What follows belongs to an exercise in optimizing a design on an open flow for small area, a short achievable clock period and few clock cycles per item; a production flow would make more cautious choices. Power is estimated from default activity; no workload was simulated.

## north
Design qoi_compressor, start of the top module:
module qoi_compressor (
    input  wire        rstn,
    input  wire        clk,
    output reg         ctrl_ready,
    input  wire        ctrl_start,
    input  wire [15:0] ctrl_width,
    input  wire [15:0] ctrl_height,
    output reg         i_tready,
    input  wire        i_tvalid,
    input  wire        i_tlast,
    input  wire [ 7:0] i_R, i_G, i_B,
    input  wire        o_tready,
    output reg         o_tvalid,
    output reg         o_tlast,
    output reg  [ 3:0] o_tkeep,
    output reg  [31:0] o_tdata
);
For scale: ~3900 cells after synthesis, about 100 I/O pins, about 63000 µm² of cells after synthesis.
make LEC_CHECK=0 CAP_MARGIN=20 CORE_MARGIN=2 CORE_UTILIZATION=40 SETUP_SLACK_MARGIN=2.5 SLEW_MARGIN=20 finish   # period 5.0 ns
run.sh (not shown) runs the stock make flow with config.mk's settings and CLKGATE_MAP_FILE= SYNTH_SCRIPT=/design/flow/synth_recipe.tcl, a recipe that flattens the netlist after the stock synthesis.
> inputs changed (north -> south)
diff --git a/flow/design.v b/flow/design.v
--- a/flow/design.v
+++ b/flow/design.v
@@ -134,66 +134,61 @@
 genvar gi;
 generate
     for (gi = 0; gi < 64; gi = gi + 1) begin : g_tab
         always @(posedge clk) begin
             if (adv & A_pix & A_sel[gi]) tab_d[gi] <= A_key;
             if (adv & A_clr) tab_v[gi] <= 1'b0;
             else if (adv & A_pix & A_sel[gi]) tab_v[gi] <= 1'b1;
         end
     end
 endgenerate
-reg  [18:0] rd0, rd1;
+reg  [18:0] rd;
 integer ri;
 always @* begin
-    rd0 = 19'd0;
-    rd1 = 19'd0;
-    for (ri = 0; ri < 32; ri = ri + 1) begin
-        rd0 = rd0 | ({19{A_sel[ri]}}      & {tab_v[ri],      tab_d[ri]});
-        rd1 = rd1 | ({19{A_sel[ri + 32]}} & {tab_v[ri + 32], tab_d[ri + 32]});
-    end
+    rd = 19'd0;
+    for (ri = 0; ri < 64; ri = ri + 1)
+        rd = rd | ({19{A_sel[ri]}} & {tab_v[ri], tab_d[ri]});
 end
 reg         B_v, B_first, B_last, B_run;
 reg  [ 1:0] B_k;
 reg  [23:0] B_px;
 reg  [ 5:0] B_h, B_q;             
-reg  [18:0] B_rd0, B_rd1;
+reg  [18:0] B_rd;
 reg         B_diff, B_luma;
 reg  [ 5:0] B_dcode;
 reg  [13:0] B_lcode;
 wire A_run = A_pix & A_same & ~A_first & ~(B_run & (B_q == 6'd61));
 wire [7:0] xR = A_dR - A_dG, xB = A_dB - A_dG;
 wire diff_ok = (&A_dR[7:1] | ~|A_dR[7:1]) & (&A_dG[7:1] | ~|A_dG[7:1]) & (&A_dB[7:1] | ~|A_dB[7:1]);
 wire luma_ok = (&A_dG[7:5] | ~|A_dG[7:5]) & (&xR[7:3] | ~|xR[7:3]) & (&xB[7:3] | ~|xB[7:3]);
 always @(posedge clk or negedge rstn)
     if (~rstn) B_v <= 1'b0;
     else if (adv) B_v <= A_v;
 always @(posedge clk)
     if (adv) begin
         B_k     <= A_k;
         B_first <= A_first;
         B_last  <= A_last;
         B_px    <= A_px;
         B_h     <= A_h;
-        B_rd0   <= rd0;
-        B_rd1   <= rd1;
+        B_rd    <= rd;
         B_run   <= A_run;
         B_q     <= B_run ? B_q + 6'd1 : 6'd0;
         B_diff  <= diff_ok;
         B_dcode <= {~A_dR[1], A_dR[0], ~A_dG[1], A_dG[0], ~A_dB[1], A_dB[0]};    
         B_luma  <= luma_ok;
         B_lcode <= {~xR[3], xR[2:0], ~xB[3], xB[2:0], ~A_dG[5], A_dG[4:0]};       
     end
 reg         C_v, C_last, C_h2;
 reg  [ 2:0] C_n;
 reg  [31:0] C_bytes;
 wire B_pix   = B_v & (B_k == K_PIX);
-wire [18:0] B_rd = B_h[5] ? B_rd1 : B_rd0;
 wire B_match = B_rd[18] & (B_rd[17:0] == {B_px[23:22], B_px[15:0]});
 always @(posedge clk or negedge rstn)
     if (~rstn) C_v <= 1'b0;
     else if (adv) C_v <= B_v;
 always @(posedge clk)
     if (adv) begin
         C_last <= B_pix & B_last;
         C_h2   <= B_v & (B_k == K_H2);
         if (~B_v) begin
             C_n     <= 3'd0;
Findings:
south vs. north: clock power neither gained nor lost much, wire length per cell picked up an extra 7.6 µm, final-layout clock buffer total lost 36, routing usage on met3 picked up an extra 6.0 points. Compared with north, in south final-layout non-clock buffer area share up 1.8 points; netlist area before placement now smaller. Slowest stage cell on the critical path = a222oi_1: south; slowest stage cell on the critical path = or4_4: north.
No run of this note included a check of the RTL's function; only the layout flow was run.

## re-timing with driven ports
In the flow no input, the clock included, has a driving cell. The finished layouts below were timed again as built, in two steps. Step 1: set_driving_cell puts a clkbuf_16 on clk and a buf_2 on each other input, an assumption about the parent block. Step 2 times the ports against the registers' clock, not the clock port: input delays grow and output delays shrink by t, the midpoint of the rising clock arrivals with the driver on. a / b / c = no drivers / after step 1 / after step 2; a / b = the first two.
run	t, ns	slack for setup (ns)	worst setup path after step 2	worst slew at a driven data input, ns	pins driven straight from the clock port
north	0.858	2.373 / 2.373 / 1.721	input to register	0.07	1
south	0.893	2.187 / 2.187 / 1.693	input to register	0.11	1
After both steps setup and hold are still met in every run listed. For north, which loses most, drivers alone change the setup slack by 0.000 ns; drivers and shift together by -0.652 ns.
